Context: an optimization exercise on an open-source flow, tuned for small area. The choices shown serve that exercise and are no tape-out recipe. Only simulation tests tie the RTL to the original design; equivalence was not proved.

// core_top
module core_top (
    input wire clk_i,
    input wire rst_n_i,
    input wire irq_i,
    output wire [8'd32-1:0] ibus_addr_o,
    input wire [8'd32-1:0] ibus_data_i,
    output wire [8'd32-1:0] dbus_addr_o,
    output dbus_rd_o,
    output dbus_we_o,
    output wire [2:0] dbus_size_o,
    output wire [8'd32-1:0]dbus_data_o,
    input wire [8'd32-1:0] dbus_data_i
  );
For scale: ~8,900 cells after synthesis, roughly 1,600 flip-flops, about 170 I/O pins, about 0.10 mm2 of cells after synthesis.
Settings: LEC_CHECK=0, CAP_MARGIN=40, CELL_PAD_IN_SITES_DETAIL_PLACEMENT=1, CELL_PAD_IN_SITES_GLOBAL_PLACEMENT=1, CORE_MARGIN=2, CORE_UTILIZATION=45, CTS_BUF_LIST=sky130_fd_sc_hd__clkbuf_8, PLACE_DENSITY=0.55, SLEW_MARGIN=30, SYNTH_HIERARCHICAL=1, SYNTH_MINIMUM_KEEP_SIZE=0; clock period 25.0 ns.
run.sh (not shown) runs the stock make flow with config.mk's settings and CLKGATE_MAP_FILE= SYNTH_SCRIPT=/design/flow/synth_recipe.tcl, a recipe that flattens the netlist after the stock synthesis.
Then changed:
CELL_PAD_IN_SITES_DETAIL_PLACEMENT = default   (was 1)
CELL_PAD_IN_SITES_GLOBAL_PLACEMENT = default   (was 1)
CORE_UTILIZATION = 55   (was 45)
PLACE_DENSITY = 0.62   (was 0.55)
Effect: Worst setup slack gets better by 220 ps; hold slack gets worse by 25 ps; core utilization came out higher by 11 points; critical path depth is higher by 16; final cell count goes down by a few percent; non-clock buffer count goes down by 31; final area came out lower slightly; fmax rises slightly; synthesized cell count is unchanged.


core_top, a different RTL version from the one above (not shown whole).
// core_top
module core_top (
    input wire clk_i,
    input wire rst_n_i,
    input wire irq_i,
    output wire [8'd32-1:0] ibus_addr_o,
    input wire [8'd32-1:0] ibus_data_i,
    output wire [8'd32-1:0] dbus_addr_o,
    output dbus_rd_o,
    output dbus_we_o,
    output wire [2:0] dbus_size_o,
    output wire [8'd32-1:0]dbus_data_o,
    input wire [8'd32-1:0] dbus_data_i
  );
Settings: LEC_CHECK=0, CAP_MARGIN=20, CORE_MARGIN=2, CORE_UTILIZATION=45, CTS_BUF_LIST=sky130_fd_sc_hd__clkbuf_8, PLACE_DENSITY=0.55, SLEW_MARGIN=20, SYNTH_HIERARCHICAL=1, SYNTH_MINIMUM_KEEP_SIZE=0; clock period 25.0 ns.
standard.sh (not shown) runs the stock make flow with config.mk's settings and CLKGATE_MAP_FILE= SYNTH_SCRIPT=/design/flow/synth_recipe.tcl, a recipe that flattens the netlist after the stock synthesis.
==> flow/flow/run.sh <==
#!/bin/bash
# Layout flow: the standard flow (standard.sh, unchanged), with one
# change to clock tree synthesis: no dummy loads are added to balance the
# leaf clusters, and sink clusters of up to 12 registers within 150 um.
# The CTS arguments are the standard ones otherwise
# (sink clustering, clock net repair, buffer list from config.mk).
# Each tool's full output goes to standard.log in this folder.
set -o pipefail
export CTS_ARGS="-sink_clustering_enable -repair_clock_nets -buf_list sky130_fd_sc_hd__clkbuf_8 -dont_use_dummy_load -sink_clustering_size 12 -sink_clustering_max_diameter 150"
bash standard.sh > standard.log 2>&1
The starting point passed the timing, design-rule and antenna checks.
Edit:
==> flow/flow/run.sh (replaced) <==
#!/bin/bash
# Layout flow: the standard flow (standard.sh, unchanged), with one
# change to clock tree synthesis: no dummy loads are added to balance the
# leaf clusters.  The CTS arguments are the standard ones otherwise
# (sink clustering, clock net repair, buffer list from config.mk).
# Each tool's full output goes to standard.log in this folder.
set -o pipefail
export CTS_ARGS="-sink_clustering_enable -repair_clock_nets -buf_list sky130_fd_sc_hd__clkbuf_8 -dont_use_dummy_load"
bash standard.sh > standard.log 2>&1
--- a/flow/config.mk
+++ b/flow/config.mk
@@ -8 +8 @@
-export CAP_MARGIN = 20
+export CAP_MARGIN = 40
@@ -10 +10 @@
-export CORE_UTILIZATION = 45
+export CORE_UTILIZATION = 55
@@ -12,2 +12,2 @@
-export PLACE_DENSITY = 0.55
-export SLEW_MARGIN = 20
+export PLACE_DENSITY = 0.62
+export SLEW_MARGIN = 30
Outcome: Maximum frequency grows by a few percent. Via count increases slightly. Register-to-register slack gets better by 0.88 ns. Cell area goes up slightly. First-iteration DRC count came out lower by a few percent. Cell count went down by a few percent. Hold slack gains 0.050 ns. Setup slack is better by 0.88 ns. Non-clock buffer count grows by 22. Area after synthesis is unchanged.
Edit:
--- a/flow/flow/run.sh
+++ b/flow/flow/run.sh
@@ -4 +4,2 @@
-# leaf clusters.  The CTS arguments are the standard ones otherwise
+# leaf clusters, and sink clusters of up to 9 registers within 100 um.
+# The CTS arguments are the standard ones otherwise
@@ -8 +9 @@
-export CTS_ARGS="-sink_clustering_enable -repair_clock_nets -buf_list sky130_fd_sc_hd__clkbuf_8 -dont_use_dummy_load"
+export CTS_ARGS="-sink_clustering_enable -repair_clock_nets -buf_list sky130_fd_sc_hd__clkbuf_8 -dont_use_dummy_load -sink_clustering_size 9 -sink_clustering_max_diameter 100"
--- a/flow/config.mk
+++ b/flow/config.mk
@@ -8 +8 @@
-export CAP_MARGIN = 40
+export CAP_MARGIN = 20
@@ -10 +10 @@
-export CORE_UTILIZATION = 55
+export CORE_UTILIZATION = 45
@@ -12,2 +12,2 @@
-export PLACE_DENSITY = 0.62
-export SLEW_MARGIN = 30
+export PLACE_DENSITY = 0.55
+export SLEW_MARGIN = 20
=> Global-route usage shrinks by 5.8 points. Cell area decreases by 0.66%. Routed wire length went up by 7.5%. Fmax is lower by 3.1%. Hold slack hardly moves. Synthesized cell count stays the same.

-- what the ideal ports hide --
The flow's constraints put no driver on any port. The routed layouts listed below were extracted and timed again, unchanged, in two steps. Step 1 (the two cells are an assumption about what drives the block):
set clk [get_ports {clk_i}]
set_driving_cell -lib_cell sky130_fd_sc_hd__clkbuf_16 $clk
set_driving_cell -lib_cell sky130_fd_sc_hd__buf_2 [delete_from_list [all_inputs] $clk]
Step 2 moves the port delays by t, midway between the first and last clock arrival at a register: inputs arrive t later, outputs are due t later. That takes back most of the time a late clock gives input paths. a / b / c = ideal / step 1 / step 2; a / b = the first two.
run | t, ns | setup WS [ns] | clock arrival spread, ns
the first run of note 1 | 1.147 | 5.293 / 5.187 / 5.673 | 0.169 / 0.170
the second run of note 1 | 1.139 | 5.512 / 5.512 / 5.512 | 0.128 / 0.129
the first run of note 2 | 1.046 | 3.790 / 3.790 / 3.790 | 0.163 / 0.163
the second run of note 2 | 1.107 | 4.666 / 4.622 / 4.666 | 0.152 / 0.153
the third run of note 2 | 1.083 | 4.016 / 4.016 / 4.016 | 0.196 / 0.195
After both steps setup and hold are still met in every run listed.
